Background: an optimization exercise with open tools, aiming at small area, a short achievable clock period and few clock cycles. Do not read the settings as production practice.
RTL that was checked went through simulation tests only; none was proved equivalent to the original.
Power and IR drop assume default switching activity.

==> trial 82: inputs <==
==> flow/design.v (excerpt) <==
module exponent (clock, reset_n, enable, x, a, p, ready);
    input logic clock, reset_n, enable;
    input logic [31:0] x, a;
    output logic [31:0] p;
    output logic ready;
    logic [31:0] b;       
    logic [30:0] e;       
    logic busy;
    wire [31:0] s = b | (x & {32{~busy}});
    wire last = (e[30:1] == 31'd0);
    wire keep = reset_n & (busy ? ~last : (ready & enable));
    wire [31:0] sq;       
    wire [31:0] pr;       
    wire sq_1;
    wire sq_2;
    wire sq_3;
    wire sq_4;
    wire sq_5;
    wire sq_6;
    wire sq_7;
    wire sq_8;
    wire sq_9;
    wire sq_10;
    wire sq_11;
    wire sq_12;
    wire sq_13;
    wire sq_14;
    wire sq_15;
    wire sq_16;
    wire sq_17;
    wire sq_18;
    wire sq_19;
    wire sq_20;
    wire sq_21;
    wire sq_22;
    wire sq_23;
    wire sq_24;
    wire sq_25;
    wire sq_26;
    wire sq_27;
    wire sq_28;
    wire sq_29;
    wire sq_30;
    wire sq_31;
    wire sq_32;
    wire sq_33;
    wire sq_34;
    wire sq_35;
    wire sq_36;
    wire sq_37;
    wire sq_38;
    wire sq_39;
    wire sq_40;
    wire sq_41;
    wire sq_42;
    wire sq_43;
    wire sq_44;
    wire sq_45;
    wire sq_46;
    wire sq_47;
    wire sq_48;
    wire sq_49;
    wire sq_50;
    wire sq_51;
    wire sq_52;
    wire sq_53;
    wire sq_54;
    wire sq_55;
    wire sq_56;
    wire sq_57;
    wire sq_58;
    wire sq_59;
    wire sq_60;
    wire sq_61;
    wire sq_62;
    wire sq_63;
    wire sq_64;
    wire sq_65;
    wire sq_66;
    wire sq_67;
    wire sq_68;
    wire sq_69;
    wire sq_70;
    wire sq_71;
    wire sq_72;
    wire sq_73;
    wire sq_74;
    wire sq_75;
    wire sq_76;
    wire sq_77;
    wire sq_78;
    wire sq_79;
    wire sq_80;
    wire sq_81;
    wire sq_82;
    wire sq_83;
    wire sq_84;
    wire sq_85;
    wire sq_86;
    wire sq_87;
    wire sq_88;
    wire sq_89;
    wire sq_90;
    wire sq_91;
    wire sq_92;
    wire sq_93;
    wire sq_94;
    wire sq_95;
    wire sq_96;
    wire sq_97;
    wire sq_98;
    wire sq_99;
    wire sq_100;
    wire sq_101;
    wire sq_102;
    wire sq_103;
    wire sq_104;
    wire sq_105;
    wire sq_106;
  ...
Settings: LEC_CHECK=0, CAP_MARGIN=20, CORE_MARGIN=2, CORE_UTILIZATION=40, PLACE_DENSITY=0.6, SETUP_SLACK_MARGIN=4.0, SLEW_MARGIN=20, SYNTH_HIERARCHICAL=1; clock period 10.0 ns.
run.sh (not shown) runs the stock make flow with config.mk's settings and CLKGATE_MAP_FILE= SYNTH_SCRIPT=/design/flow/synth_recipe.tcl, a recipe that flattens the netlist after the stock synthesis.
==> trial 69 (differences from trial 82) <==
--- a/flow/design.v
+++ b/flow/design.v
@@ -1,19 +1,37 @@
 `timescale 1ps/1ps
 module exponent (clock, reset_n, enable, x, a, p, ready);
     input logic clock, reset_n, enable;
     input logic [31:0] x, a;
     output logic [31:0] p;
     output logic ready;
     logic [31:0] b;       
-    logic [30:0] e;       
+    logic [28:0] e;       
     logic busy;
+    logic [31:0] np, nb;
+    assign p = ~np;
+    assign b = ~nb;
     wire [31:0] s = b | (x & {32{~busy}});
-    wire last = (e[30:1] == 31'd0);
+    wire last = (e[28:1] == 28'd0);
     wire keep = reset_n & (busy ? ~last : (ready & enable));
+    wire a_ge32 = |a[31:5];
+    wire a_ge16 = |a[31:4];
+    wire a_ge11 = a_ge16 | (a[3] & (a[2] | (a[1] & a[0])));
+    wire a_ge8 = |a[31:3];
+    wire a_ge7 = a_ge8 | (&a[2:0]);
+    wire a_ge6 = a_ge8 | (&a[2:1]);
+    wire a_ge5 = a_ge8 | (a[2] & (a[1] | a[0]));
+    wire a_ge4 = |a[31:2];
+    wire a_ge3 = a_ge4 | (&a[1:0]);
+    wire a_ge2 = |a[31:1];
+    wire a_ge1 = |a;
+    wire zero = (~x[0] & a_ge32) | (~|x[1:0] & a_ge16) | (~|x[2:0] & a_ge11)
+              | (~|x[3:0] & a_ge8) | (~|x[4:0] & a_ge7) | (~|x[5:0] & a_ge6)
+              | (~|x[6:0] & a_ge5) | (~|x[7:0] & a_ge4) | (~|x[10:0] & a_ge3)
+              | (~|x[15:0] & a_ge2) | (~|x & a_ge1);
     wire [31:0] sq;       
     wire [31:0] pr;       
     wire sq_1;
     wire sq_2;
     wire sq_3;
     wire sq_4;
     wire sq_5;
@@ -3741,33 +3759,33 @@
     assign pr[26] = pm_p0_26 ^ pm_g5_25;
     assign pr[27] = pm_p0_27 ^ pm_g5_26;
     assign pr[28] = pm_p0_28 ^ pm_g5_27;
     assign pr[29] = pm_p0_29 ^ pm_g5_28;
     assign pr[30] = pm_p0_30 ^ pm_g5_29;
     assign pr[31] = pm_p0_31 ^ pm_g5_30;
     always @(posedge clock) begin
-        b <= sq & {32{keep}};
-        e <= busy ? (e >> 1) : a[31:1];
+        nb <= ~(sq & {32{keep}});
+        e <= busy ? (e >> 1) : a[29:1];
     end
     always @(posedge clock) begin
         if (!reset_n) begin
             busy <= 1'b0;
             ready <= 1'b0;
         end else if (busy) begin
-            if (e[0]) p <= pr;
+            if (e[0]) np <= ~pr;
             if (last) begin
                 busy <= 1'b0;
                 ready <= 1'b1;
             end
         end else if (!ready) begin
             ready <= 1'b1;
         end else if (enable) begin
             ready <= 1'b0;
-            busy <= 1'b1;
-            p <= a[0] ? x : 32'd1;
+            busy <= ~zero;
+            np <= ~(zero ? 32'd0 : a[0] ? x : 32'd1);
         end
     end
 endmodule
 module exp_fa (input a, input b, input c, output s, output co);
     assign s = a ^ b ^ c;
     assign co = (a & b) | (a & c) | (b & c);
 endmodule
ABC_AREA = 1   (was default)
SETUP_SLACK_MARGIN = 3.5   (was 4.0)
==> trial 88 (differences from trial 82) <==
CORE_UTILIZATION = 60   (was 40)
PLACE_DENSITY = 0.75   (was 0.6)
SETUP_SLACK_MARGIN = 3.5   (was 4.0)
==> notes <==
- Critical path depth is the same in trial 88 and trial 69.
- Fmax: trial 69 is higher than trial 82 (about 0.7%).
- Routed wire length, lowest first: trial 88, trial 82, trial 69.
- Cell count, highest first: trial 69, trial 82, trial 88.
- The highest worst hold slack belongs to trial 82, the lowest to trial 69.
- Of trial 88 and trial 69, trial 69 has the higher design area (gap about 7%, measured against trial 69).
- Against trial 82, the setup slack of trial 69 is higher by 43 ps.
- The highest clock power belongs to trial 69, the lowest to trial 88.
==> figures <==
Slack of the critical path: trial 88 3460 ps; trial 69 3590 ps; trial 82 3550 ps
Net switching power figure: trial 88 5.05 mW; trial 69 4.38 mW; trial 82 5.39 mW
Fraction of area in multi-input gates: trial 88 0.762; trial 69 0.706; trial 82 0.744
Ratio of layout area to synthesized area: trial 88 1.175x; trial 69 1.174x; trial 82 1.231x
Initial DRT Pass Iterations: trial 88 22; trial 69 7; trial 82 6
Routing usage on met3: trial 88 0.121; trial 69 0.0584; trial 82 0.0723
Worst setup startpoint: trial 88 x[11]; trial 69 x[11]; trial 82 x[0]
Status: trial 88 no timing/DRC/antenna violations; trial 69 no timing/DRC/antenna violations; trial 82 no timing/DRC/antenna violations
Multi-input gate area in the final layout: trial 88 0.0195 mm^2; trial 69 0.0193 mm^2; trial 82 0.0199 mm^2
Hold Path Sink: trial 88 e[6]$_DFF_P_; trial 69 e[25]$_DFF_P_; trial 82 e[29]$_DFF_P_
Height of the chip: trial 88 194 um; trial 69 245 um; trial 82 237 um
Per-cell via count in the routed design: trial 88 6.60; trial 69 5.44; trial 82 5.78
Crit path required time: trial 88 10,240 ps; trial 69 10,220 ps; trial 82 10,260 ps
Antenna diode count: trial 88 1; trial 69 5; trial 82 2
NumNets Final: trial 88 2,910; trial 69 3,758; trial 82 2,960
Grt met2 use: trial 88 0.622; trial 69 0.466; trial 82 0.458
Detailed-routing wirelength on met1: trial 88 26.6 mm; trial 69 34.6 mm; trial 82 31.4 mm
Clock group share of total power: trial 88 0.035; trial 69 0.047; trial 82 0.034
Testbench counts of trial 69, summed over its fixed seeds: cycles 2,126.
No functional check of the RTL was part of trial 82 and trial 88.

==> separate check: timing with driven ports <==
In the flow no input, the clock included, has a driving cell. The finished layouts below were timed again as built, in two steps.
Step 1 assumes that a clkbuf_16 drives the clock port and a buf_2 every other input.
Step 2, shift: input delay + t, output delay - t, t = (earliest + latest rising clock arrival at the registers) / 2. This alone moves slack from input paths to output paths.
a / b / c = ideal / step 1 / step 2; a / b = the first two.
| run | t (ns) | slack for setup (ns) | clock arrival spread, ns | slew at the worst register clock pin (ns) | worst slew at a driven data input, ns |
|---|---|---|---|---|---|
| trial 82 | 0.434 | 3.549 / 3.575 / 3.140 | 0.011 / 0.011 | 0.08 / 0.08 | 0.06 |
| trial 69 | 0.408 | 3.592 / 3.553 / 3.144 | 0.024 / 0.025 | 0.09 / 0.09 | 0.08 |
| trial 88 | 0.412 | 3.457 / 3.415 / 3.003 | 0.018 / 0.018 | 0.09 / 0.09 | 0.13 |
After both steps setup and hold are still met in every run listed. The setup slack of trial 88, which loses most, moves by -0.042 ns with the drivers and by -0.454 ns with both steps.
